This is an optimization exercise on Yosys and OpenROAD, whose aim is small area and a short achievable clock period, not a production implementation. The RTL was checked by simulation tests, not by an equivalence proof against the original design. Power figures rest on the tool's default switching activity, not on a simulated workload.

==> inputs of job 9790 <==
==> flow/design.v <==
`timescale 1ns / 1ps
module RV32ICore(
    input wire CPU_CLK,
    input wire CPU_RST,
    output wire [31:0] imem_addr,
    input wire [31:0] imem_rdata,
    output wire [31:0] dmem_addr,
    output wire [31:0] dmem_wdata,
    output wire [3:0] dmem_we,
    input wire [31:0] dmem_rdata
    );
    wire clk = CPU_CLK;
    wire rst = CPU_RST;
    reg  [31:2] pc_if;
    reg         pred_id, pred_ex;       
    reg  [31:5] btb_tag [0:7];
    reg  [7:1]  btb_val;                
    reg  [10:0] btb_ofs [0:7];
    reg  [7:0]  btb_st;
    reg  [1:0]  bht [0:7];
    reg         pa_v, pa_alloc;
    reg  [2:0]  pa_idx;
    reg  [31:5] pa_tag;
    reg  [10:0] pa_ofs;
    reg  [31:2] pc_id;
    reg         found_id;
    reg         bub_d, fl_d;            
    reg  [31:0] ir_old;
    reg  [31:2] pc_ex;
    reg  [31:0] reg1_ex, reg2_ex;
    reg  [31:0] imm_ex;                 
    reg  [10:0] bofs_ex;                
    reg  [4:0]  rs1_ex, rs2_ex, rd_ex;
    reg         found_ex;
    reg         ex_v;                   
    reg         e_wen, e_ld, e_jalr, e_br, e_brinv, e_fwd1, e_pc1, e_fwd2, e_rr;
    reg  [1:0]  e_brk;
    reg  [2:0]  e_ldt;
    reg  [2:0]  e_st;                   
    reg  [3:0]  e_alu;
    reg  [31:0] res_m, wdata_m;
    reg  [3:0]  we_m;
    reg  [4:0]  rd_m;
    reg         wen_m, ld_m;
    reg  [2:0]  ldt_m;
    reg  [31:0] res_w;
    reg  [4:0]  rd_w;
    reg         wen_w, ld_w;
    reg  [2:0]  ldt_w;
    reg [31:0] ext;
    always @(*) begin
        case (ldt_w)
            3'd1: case (res_w[1:0])
                      2'b00: ext = {{24{dmem_rdata[7]}},  dmem_rdata[7:0]};
                      2'b01: ext = {{24{dmem_rdata[15]}}, dmem_rdata[15:8]};
                      2'b10: ext = {{24{dmem_rdata[23]}}, dmem_rdata[23:16]};
                      default: ext = {{24{dmem_rdata[31]}}, dmem_rdata[31:24]};
                  endcase
            3'd2: case (res_w[1:0])
                      2'b00: ext = {{16{dmem_rdata[15]}}, dmem_rdata[15:0]};
                      2'b10: ext = {{16{dmem_rdata[31]}}, dmem_rdata[31:16]};
                      default: ext = 32'b0;
                  endcase
            3'd3: ext = (res_w[1:0] == 2'b00) ? dmem_rdata : 32'b0;
            3'd4: case (res_w[1:0])
                      2'b00: ext = {24'b0, dmem_rdata[7:0]};
                      2'b01: ext = {24'b0, dmem_rdata[15:8]};
                      2'b10: ext = {24'b0, dmem_rdata[23:16]};
                      default: ext = {24'b0, dmem_rdata[31:24]};
                  endcase
            3'd5: case (res_w[1:0])
                      2'b00: ext = {16'b0, dmem_rdata[15:0]};
                      2'b10: ext = {16'b0, dmem_rdata[31:16]};
                      default: ext = 32'b0;
                  endcase
            default: ext = 32'b0;
        endcase
    end
    wire [31:0] data_wb = ld_w ? ext : res_w;
    wire [2:0]  idx_if   = pc_if[4:2];
    wire [7:0]  valv     = {btb_val, 1'b1};
    wire        pa_hit   = pa_v & (pa_idx == idx_if);
    wire        pa_new   = pa_hit & pa_alloc;
    wire        val_if   = pa_new | valv[idx_if];
    wire [31:5] tag_if   = pa_new ? pa_tag : btb_tag[idx_if];
    wire [10:0] ofs_if   = pa_hit ? pa_ofs : btb_ofs[idx_if];
    wire        found_if = val_if & (tag_if == pc_if[31:5]);
    wire        pred_if  = found_if & btb_st[idx_if] & bht[idx_if][1];
    wire [29:0] step_if  = pred_if ? {{19{ofs_if[10]}}, ofs_if} : 30'd1;
    wire [31:2] npc_pred = pc_if + step_if;
    wire [31:0] inst = bub_d ? ir_old : (fl_d ? 32'b0 : imem_rdata);
    wire [6:0]  opc = inst[6:0];
    wire [2:0]  f3  = inst[14:12];
    wire [6:0]  f7  = inst[31:25];
    wire [4:0]  rs1 = inst[19:15];
    wire [4:0]  rs2 = inst[24:20];
    wire is_op   = opc == 7'b0110011;
    wire is_opi  = opc == 7'b0010011;
    wire is_lui  = opc == 7'b0110111;
    wire is_aui  = opc == 7'b0010111;
    wire is_jal  = opc == 7'b1101111;
    wire is_jalr = opc == 7'b1100111;
    wire is_br   = opc == 7'b1100011;
    wire is_ld   = opc == 7'b0000011;
    wire is_st   = opc == 7'b0100011;
    wire is_sys  = opc == 7'b1110011;
    wire f7_0  = f7 == 7'h00;
    wire f7_20 = f7 == 7'h20;
    wire f7_ok = f7_0 | f7_20;
    wire op_ok  = is_op  & (((f3 == 3'b000) | (f3 == 3'b101)) ? f7_ok : 1'b1);
    wire opi_ok = is_opi & ((f3 == 3'b101) ? f7_ok : 1'b1);
    wire br_ok  = is_br  & (f3 != 3'b010) & (f3 != 3'b011);
    wire ld_ok  = is_ld  & (f3 != 3'b011) & (f3 != 3'b110) & (f3 != 3'b111);
    wire st_ok  = is_st  & ~f3[2] & (f3[1:0] != 2'b11);
    wire sys_ok = is_sys & (f3[1:0] != 2'b00);
    wire sys_rs = sys_ok & ~f3[2];
    reg [3:0] alu_f;
    always @(*) begin
        case (f3)
            3'b000: alu_f = (is_op & f7_20) ? 4'd4 : 4'd3;
            3'b001: alu_f = 4'd0;
            3'b010: alu_f = 4'd8;
            3'b011: alu_f = 4'd9;
            3'b100: alu_f = 4'd5;
            3'b101: alu_f = f7_20 ? 4'd2 : 4'd1;
            3'b110: alu_f = 4'd6;
            default: alu_f = 4'd7;
        endcase
    end
    wire alu_rr   = op_ok | opi_ok;
    wire [3:0] d_alu = alu_rr ? alu_f : (is_lui ? 4'd10 : 4'd3);
    wire d_wen  = op_ok | opi_ok | is_lui | is_aui | is_jal | is_jalr | ld_ok | sys_ok;
    wire d_src1 = op_ok | opi_ok | is_jalr | br_ok | ld_ok | st_ok | sys_rs;
    wire d_src2 = op_ok | br_ok | st_ok;
    wire d_rr   = is_op | is_br;                       
    wire [2:0] d_ldt = ld_ok ? ((f3 == 3'b000) ? 3'd1 : (f3 == 3'b001) ? 3'd2 :
                                (f3 == 3'b010) ? 3'd3 : (f3 == 3'b100) ? 3'd4 : 3'd5) : 3'd0;
    wire [2:0] d_st = st_ok ? {f3[1], f3[1] | f3[0], 1'b1} : 3'b000;
    wire [1:0] d_brk = f3[2] ? (f3[1] ? 2'd2 : 2'd1) : 2'd0;
    wire       d_brinv = f3[0];
    wire [31:0] imm_i = {{21{inst[31]}}, inst[30:20]};
    wire [31:0] imm_s = {{21{inst[31]}}, inst[30:25], inst[11:7]};
    wire [31:0] imm_b = {{20{inst[31]}}, inst[7], inst[30:25], inst[11:8], 1'b0};
    wire [31:0] imm_u = {inst[31:12], 12'b0};
    wire [31:0] imm_j = {{12{inst[31]}}, inst[19:12], inst[20], inst[30:25], inst[24:21], 1'b0};
    wire [31:0] imm = is_st ? imm_s : ((is_lui | is_aui) ? imm_u :
                      (is_sys ? 32'b0 : (is_jal ? 32'd4 : imm_i)));
    wire [31:2] tgt_id = pc_id + (inst[3] ? imm_j[31:2] : (inst[2] ? 30'd1 : imm_b[31:2]));
    wire [31:0] rf_q [0:31];
    assign rf_q[0] = 32'b0;
    genvar g;
    generate
        for (g = 1; g < 32; g = g + 1) begin : rf
            reg [31:0] r;
            always @(posedge clk)
                if (wen_w && rd_w == g)
                    r <= data_wb;
            assign rf_q[g] = r;
        end
    endgenerate
    wire [31:0] reg1 = (rs1 == 5'd0) ? 32'b0 : ((wen_w && rd_w == rs1) ? data_wb : rf_q[rs1]);
    wire [31:0] reg2 = (rs2 == 5'd0) ? 32'b0 : ((wen_w && rd_w == rs2) ? data_wb : rf_q[rs2]);
    wire m1 = e_fwd1 && wen_m && rs1_ex == rd_m && rs1_ex != 5'd0;
    wire w1 = e_fwd1 && wen_w && rs1_ex == rd_w && rs1_ex != 5'd0;
    wire m2 = e_fwd2 && wen_m && rs2_ex == rd_m && rs2_ex != 5'd0;
    wire w2 = e_fwd2 && wen_w && rs2_ex == rd_w && rs2_ex != 5'd0;
    wire [31:0] op1_early = m1 ? res_m : (e_pc1 ? {pc_ex, 2'b00} : reg1_ex);
    wire [31:0] op1  = (w1 & ~m1) ? data_wb : op1_early;
    wire [31:0] fwd2_early = m2 ? res_m : reg2_ex;
    wire [31:0] fwd2 = (w2 & ~m2) ? data_wb : fwd2_early;
    wire [31:0] op2  = e_rr ? fwd2 : imm_ex;
    wire a_sll = e_alu == 4'd0;
    wire a_srl = e_alu == 4'd1;
    wire a_sra = e_alu == 4'd2;
    wire a_add = e_alu == 4'd3;
    wire a_sub = e_alu == 4'd4;
    wire a_xor = e_alu == 4'd5;
    wire a_or  = e_alu == 4'd6;
    wire a_and = e_alu == 4'd7;
    wire a_slt = e_alu == 4'd8;
    wire a_sltu= e_alu == 4'd9;
    wire a_lui = e_alu == 4'd10;
    wire        sub = a_sub | a_slt | a_sltu | e_br;    
    wire [33:0] sum2 = {1'b0, op1, 1'b1} + {1'b0, op2 ^ {32{sub}}, sub};
    wire [32:0] sum  = sum2[33:1];
    wire        lt_s = (op1[31] ^ op2[31]) ? op1[31] : sum[31];
    wire        lt_u = ~sum[32];
    wire        eq   = op1 == op2;
    function [31:0] rev32(input [31:0] x);
        integer k;
        for (k = 0; k < 32; k = k + 1) rev32[k] = x[31 - k];
    endfunction
    wire [31:0] sh_in  = a_sll ? rev32(op1) : op1;
    wire [32:0] sh_ext = {a_sra & op1[31], sh_in};
    wire [32:0] sh_r   = $signed(sh_ext) >>> op2[4:0];
    wire [31:0] sh_out = a_sll ? rev32(sh_r[31:0]) : sh_r[31:0];
    wire [31:0] alu_out =
        ({32{a_add | a_sub}} & sum[31:0]) |
        ({32{a_sll | a_srl | a_sra}} & sh_out) |
        ({32{a_xor}} & (op1 ^ op2)) |
        ({32{a_or}}  & (op1 | op2)) |
        ({32{a_and}} & (op1 & op2)) |
        {31'b0, (a_slt & lt_s) | (a_sltu & lt_u)} |
        ({32{a_lui}} & op2);
    wire v_br    = ex_v & e_br;
    wire v_found = ex_v & found_ex;
    wire v_jalr  = ex_v & e_jalr;
    wire v_ld    = ex_v & e_ld;
    wire cond = (e_brk == 2'd0) ? eq : ((e_brk == 2'd1) ? lt_s : lt_u);
    wire br   = v_br & (cond ^ e_brinv);
    wire fail = v_found ? (br ^ pred_ex) : br;
    wire [31:0] result = e_jalr ? reg2_ex : alu_out;    
    wire loaduse = v_ld && (rs1 == rd_ex || rs2 == rd_ex);
    wire flush_d = rst | fail | v_jalr | is_jal;
    wire flush_e = rst | fail | v_jalr | (~is_jal & loaduse);
    wire [31:2] npc_nf = v_jalr ? sum[31:2] : (is_jal ? tgt_id : npc_pred);
    wire        fp     = v_found & pred_ex;
    wire [31:2] npc = br ? (fp ? npc_nf : imm_ex[31:2]) : (fp ? pc_ex : npc_nf);
    integer i;
    always @(posedge clk) begin
        if (rst)
            pc_if <= 30'd0;
        else if (!loaduse)
            pc_if <= npc;
        pred_id <= rst ? 1'b0 : pred_if;
        pred_ex <= rst ? 1'b0 : pred_id;
        if (!loaduse) begin
            pc_id    <= pc_if;
            found_id <= flush_d ? 1'b0 : found_if;
        end
        bub_d  <= loaduse;
        fl_d   <= flush_d;
        ir_old <= inst;
        pc_ex   <= pc_id;
        reg1_ex <= reg1;
        reg2_ex <= is_jalr ? {tgt_id, 2'b00} : reg2;
        imm_ex  <= br_ok ? {tgt_id, 2'b00} : imm;
        bofs_ex <= imm_b[12:2];
        rs1_ex  <= rs1;
        rs2_ex  <= rs2;
        rd_ex   <= inst[11:7];
        ex_v <= ~flush_e;
        begin
            found_ex <= found_id;
            e_wen <= d_wen; e_ld <= is_ld; e_jalr <= is_jalr; 
            e_br <= br_ok; e_brinv <= d_brinv; e_brk <= d_brk;
            e_fwd1 <= d_src1; e_pc1 <= is_aui | is_jal; e_fwd2 <= d_src2; e_rr <= d_rr;
            e_ldt <= d_ldt; e_st <= d_st; e_alu <= d_alu;
        end
        res_m   <= result;
        wdata_m <= fwd2 << {sum[1:0], 3'b000};
        rd_m    <= rd_ex;
        if (rst) begin
            wen_m <= 1'b0; ld_m <= 1'b0; ldt_m <= 3'd0; we_m <= 4'd0;
        end else begin
            wen_m <= ex_v & e_wen; ld_m <= e_ld; ldt_m <= e_ldt;
            we_m  <= {4{ex_v}} & ({e_st[2], e_st[2], e_st[1], e_st[0]} << sum[1:0]);
        end
        res_w <= res_m;
        rd_w  <= rd_m;
        ld_w  <= ld_m;
        ldt_w <= ldt_m;
        wen_w <= rst ? 1'b0 : wen_m;
        pa_v     <= ~rst & (v_found ? (~v_br & pred_ex) : br);
        pa_alloc <= ~v_found;
        pa_idx   <= pc_ex[4:2];
        pa_tag   <= pc_ex[31:5];
        pa_ofs   <= v_found ? 11'd1 : bofs_ex;
        if (rst) begin
            btb_val    <= 7'd0;
            btb_tag[0] <= 27'd0;
            btb_ofs[0] <= 11'd0;
            btb_st[0]  <= 1'b0;
            for (i = 0; i < 8; i = i + 1)
                bht[i] <= 2'b00;
        end else begin
            if (pa_v) begin
                btb_ofs[pa_idx] <= pa_ofs;
                if (pa_alloc) begin
                    btb_tag[pa_idx] <= pa_tag;
                    if (pa_idx != 3'd0)
                        btb_val[pa_idx] <= 1'b1;
                end
            end
            if (v_found | v_br)
                btb_st[pc_ex[4:2]] <= v_br & (br | (btb_st[pc_ex[4:2]] & ~(v_found & pred_ex)));
            if (v_br)
                bht[pc_ex[4:2]] <= br ? ((bht[pc_ex[4:2]] == 2'b00) ? 2'b01 : 2'b11)
                                      : ((bht[pc_ex[4:2]] == 2'b11) ? 2'b10 : 2'b00);
        end
    end
    assign imem_addr  = {pc_if, 2'b00};
    assign dmem_addr  = res_m;
    assign dmem_wdata = wdata_m;
    assign dmem_we    = we_m;
endmodule
==> flow/run.sh <==
#!/bin/bash
# synth_recipe.tcl (not shown) runs the flow's synth.tcl, then flattens the netlist and writes it again
# the make line also repeats each setting of config.mk as NAME=value (left out here)
make -C /OpenROAD-flow-scripts/flow DESIGN_CONFIG=/design/flow/config.mk WORK_HOME=/design/flow/orfs CLKGATE_MAP_FILE= SYNTH_SCRIPT=/design/flow/synth_recipe.tcl finish
==> flow/config.mk <==
export PLATFORM = sky130hd
export DESIGN_NAME = RV32ICore
export DESIGN_NICKNAME = RV32ICore
export VERILOG_FILES = /design/flow/design.v
export SDC_FILE = /design/flow/constraint.sdc
export NUM_CORES = 4
export LEC_CHECK = 0
export CAP_MARGIN = 20
export CORE_MARGIN = 2
export CORE_UTILIZATION = 40
export SETUP_SLACK_MARGIN = 4
export SLEW_MARGIN = 20
==> flow/constraint.sdc <==
create_clock -name core_clock -period 10.0 [get_ports {CPU_CLK}]
set_input_delay 2.0000 -clock core_clock [delete_from_list [all_inputs] [get_ports {CPU_CLK}]]
set_output_delay 2.0000 -clock core_clock [all_outputs]
set_load 0.01 [all_outputs]
==> inputs of job 8390, as changes to job 9790 <==
--- a/flow/design.v
+++ b/flow/design.v
@@ -20,6 +20,2 @@
     reg  [1:0]  bht [0:7];
-    reg         pa_v, pa_alloc;
-    reg  [2:0]  pa_idx;
-    reg  [31:5] pa_tag;
-    reg  [10:0] pa_ofs;
     reg  [31:2] pc_id;
@@ -34,4 +30,3 @@
     reg         found_ex;
-    reg         ex_v;                   
-    reg         e_wen, e_ld, e_jalr, e_br, e_brinv, e_fwd1, e_pc1, e_fwd2, e_rr;
+    reg         e_wen, e_ld, e_jalr, e_link, e_br, e_brinv, e_fwd1, e_pc1, e_fwd2, e_rr;
     reg  [1:0]  e_brk;
@@ -81,10 +76,6 @@
     wire [7:0]  valv     = {btb_val, 1'b1};
-    wire        pa_hit   = pa_v & (pa_idx == idx_if);
-    wire        pa_new   = pa_hit & pa_alloc;
-    wire        val_if   = pa_new | valv[idx_if];
-    wire [31:5] tag_if   = pa_new ? pa_tag : btb_tag[idx_if];
-    wire [10:0] ofs_if   = pa_hit ? pa_ofs : btb_ofs[idx_if];
-    wire        found_if = val_if & (tag_if == pc_if[31:5]);
+    wire        val_if   = valv[idx_if];
+    wire        found_if = val_if & (btb_tag[idx_if] == pc_if[31:5]);
     wire        pred_if  = found_if & btb_st[idx_if] & bht[idx_if][1];
-    wire [29:0] step_if  = pred_if ? {{19{ofs_if[10]}}, ofs_if} : 30'd1;
+    wire [29:0] step_if  = pred_if ? {{19{btb_ofs[idx_if][10]}}, btb_ofs[idx_if]} : 30'd1;
     wire [31:2] npc_pred = pc_if + step_if;
@@ -145,5 +136,4 @@
     wire [31:0] imm_j = {{12{inst[31]}}, inst[19:12], inst[20], inst[30:25], inst[24:21], 1'b0};
-    wire [31:0] imm = is_st ? imm_s : ((is_lui | is_aui) ? imm_u :
-                      (is_sys ? 32'b0 : (is_jal ? 32'd4 : imm_i)));
-    wire [31:2] tgt_id = pc_id + (inst[3] ? imm_j[31:2] : (inst[2] ? 30'd1 : imm_b[31:2]));
+    wire [31:0] imm = is_st ? imm_s : ((is_lui | is_aui) ? imm_u : (is_sys ? 32'b0 : imm_i));
+    wire [31:2] tgt_id = pc_id + (inst[3] ? imm_j[31:2] : imm_b[31:2]);
     wire [31:0] rf_q [0:31];
@@ -182,5 +172,4 @@
     wire a_lui = e_alu == 4'd10;
-    wire        sub = a_sub | a_slt | a_sltu | e_br;    
-    wire [33:0] sum2 = {1'b0, op1, 1'b1} + {1'b0, op2 ^ {32{sub}}, sub};
-    wire [32:0] sum  = sum2[33:1];
+    wire        sub = a_sub | a_slt | a_sltu | e_br;
+    wire [32:0] sum = {1'b0, op1} + {1'b0, op2 ^ {32{sub}}} + {32'b0, sub};
     wire        lt_s = (op1[31] ^ op2[31]) ? op1[31] : sum[31];
@@ -204,16 +193,13 @@
         ({32{a_lui}} & op2);
-    wire v_br    = ex_v & e_br;
-    wire v_found = ex_v & found_ex;
-    wire v_jalr  = ex_v & e_jalr;
-    wire v_ld    = ex_v & e_ld;
     wire cond = (e_brk == 2'd0) ? eq : ((e_brk == 2'd1) ? lt_s : lt_u);
-    wire br   = v_br & (cond ^ e_brinv);
-    wire fail = v_found ? (br ^ pred_ex) : br;
-    wire [31:0] result = e_jalr ? reg2_ex : alu_out;    
-    wire loaduse = v_ld && (rs1 == rd_ex || rs2 == rd_ex);
-    wire flush_d = rst | fail | v_jalr | is_jal;
-    wire flush_e = rst | fail | v_jalr | (~is_jal & loaduse);
-    wire [31:2] npc_nf = v_jalr ? sum[31:2] : (is_jal ? tgt_id : npc_pred);
-    wire        fp     = v_found & pred_ex;
-    wire [31:2] npc = br ? (fp ? npc_nf : imm_ex[31:2]) : (fp ? pc_ex : npc_nf);
+    wire br   = e_br & (cond ^ e_brinv);
+    wire fail = found_ex ? (br ^ pred_ex) : br;
+    wire [31:2] link = pc_ex + 30'd1;
+    wire [31:0] result = e_link ? {link, 2'b00} : alu_out;
+    wire loaduse = e_ld && (rs1 == rd_ex || rs2 == rd_ex);
+    wire flush_d = rst | fail | e_jalr | is_jal;
+    wire flush_e = rst | fail | e_jalr | (~is_jal & loaduse);
+    wire [31:2] npc = fail ? (br ? imm_ex[31:2] : pc_ex) :
+                      e_jalr ? sum[31:2] :
+                      is_jal ? tgt_id : npc_pred;
     integer i;
@@ -235,3 +221,3 @@
         reg1_ex <= reg1;
-        reg2_ex <= is_jalr ? {tgt_id, 2'b00} : reg2;
+        reg2_ex <= reg2;
         imm_ex  <= br_ok ? {tgt_id, 2'b00} : imm;
@@ -241,8 +227,13 @@
         rd_ex   <= inst[11:7];
-        ex_v <= ~flush_e;
-        begin
+        if (flush_e) begin
+            found_ex <= 1'b0;
+            e_wen <= 1'b0; e_ld <= 1'b0; e_jalr <= 1'b0; e_link <= 1'b0;
+            e_br <= 1'b0; e_brinv <= 1'b0; e_brk <= 2'd0;
+            e_fwd1 <= 1'b0; e_pc1 <= 1'b0; e_fwd2 <= 1'b0; e_rr <= 1'b0;
+            e_ldt <= 3'd0; e_st <= 3'd0; e_alu <= 4'd0;
+        end else begin
             found_ex <= found_id;
-            e_wen <= d_wen; e_ld <= is_ld; e_jalr <= is_jalr; 
+            e_wen <= d_wen; e_ld <= is_ld; e_jalr <= is_jalr; e_link <= is_jal | is_jalr;
             e_br <= br_ok; e_brinv <= d_brinv; e_brk <= d_brk;
-            e_fwd1 <= d_src1; e_pc1 <= is_aui | is_jal; e_fwd2 <= d_src2; e_rr <= d_rr;
+            e_fwd1 <= d_src1; e_pc1 <= is_aui; e_fwd2 <= d_src2; e_rr <= d_rr;
             e_ldt <= d_ldt; e_st <= d_st; e_alu <= d_alu;
@@ -255,4 +246,4 @@
         end else begin
-            wen_m <= ex_v & e_wen; ld_m <= e_ld; ldt_m <= e_ldt;
-            we_m  <= {4{ex_v}} & ({e_st[2], e_st[2], e_st[1], e_st[0]} << sum[1:0]);
+            wen_m <= e_wen; ld_m <= e_ld; ldt_m <= e_ldt;
+            we_m  <= {e_st[2], e_st[2], e_st[1], e_st[0]} << sum[1:0];
         end
@@ -263,7 +254,2 @@
         wen_w <= rst ? 1'b0 : wen_m;
-        pa_v     <= ~rst & (v_found ? (~v_br & pred_ex) : br);
-        pa_alloc <= ~v_found;
-        pa_idx   <= pc_ex[4:2];
-        pa_tag   <= pc_ex[31:5];
-        pa_ofs   <= v_found ? 11'd1 : bofs_ex;
         if (rst) begin
@@ -276,13 +262,18 @@
         end else begin
-            if (pa_v) begin
-                btb_ofs[pa_idx] <= pa_ofs;
-                if (pa_alloc) begin
-                    btb_tag[pa_idx] <= pa_tag;
-                    if (pa_idx != 3'd0)
-                        btb_val[pa_idx] <= 1'b1;
+            if (!found_ex) begin
+                if (br) begin
+                    btb_tag[pc_ex[4:2]] <= pc_ex[31:5];
+                    btb_ofs[pc_ex[4:2]] <= bofs_ex;
+                    btb_st[pc_ex[4:2]]  <= 1'b1;
+                    if (pc_ex[4:2] != 3'd0)
+                        btb_val[pc_ex[4:2]] <= 1'b1;
                 end
+            end else if (!e_br) begin
+                btb_st[pc_ex[4:2]] <= 1'b0;
+                if (pred_ex)
+                    btb_ofs[pc_ex[4:2]] <= 11'd1;
+            end else if (br | pred_ex) begin
+                btb_st[pc_ex[4:2]] <= br;
             end
-            if (v_found | v_br)
-                btb_st[pc_ex[4:2]] <= v_br & (br | (btb_st[pc_ex[4:2]] & ~(v_found & pred_ex)));
-            if (v_br)
+            if (e_br)
                 bht[pc_ex[4:2]] <= br ? ((bht[pc_ex[4:2]] == 2'b00) ? 2'b01 : 2'b11)
--- a/flow/config.mk
+++ b/flow/config.mk
@@ -10,3 +10,2 @@
 export CORE_UTILIZATION = 40
-export SETUP_SLACK_MARGIN = 4
 export SLEW_MARGIN = 20
==> comparison <==
In job 8390 the synthesized cell count is lower than in job 9790, by 2.6%. Against job 9790, the die area of job 8390 is lower by 1.9%. Against job 9790, the wire length of job 8390 is lower by 3.5%. Between job 8390 and job 9790, the lower via count is in job 8390 (gap 4.1%, measured against job 9790). Between job 9790 and job 8390, the lower sequential power is in job 8390 (gap about 4%, measured against job 8390).

-- what the ideal ports hide --
No port has a modelled driver above. Below, the same layouts with a new extraction and two added sets of constraints.
Step 1: set_driving_cell puts a clkbuf_16 on CPU_CLK and a buf_2 on each other input, an assumption about the parent block.
Step 2 times the ports against the registers' clock, not the clock port: input delays grow and output delays shrink by t, the midpoint of the rising clock arrivals with the driver on.
Three values: ideal ports, drivers, drivers and shift; two values: the first two.
run	t, ns	slack for setup (ns)	worst setup path after step 2	worst register clock-pin slew, ns	worst slew at a driven data input, ns
job 9790	0.949	3.051 / 3.103 / 2.155	input to register	0.07 / 0.07	0.06
job 8390	0.920	0.639 / 0.687 / -0.233	input to register	0.07 / 0.07	0.06
With both steps, setup timing fails in job 8390, where it was met with ideal ports. For job 9790, which loses most, drivers alone change the setup slack by +0.052 ns; drivers and shift together by -0.896 ns.
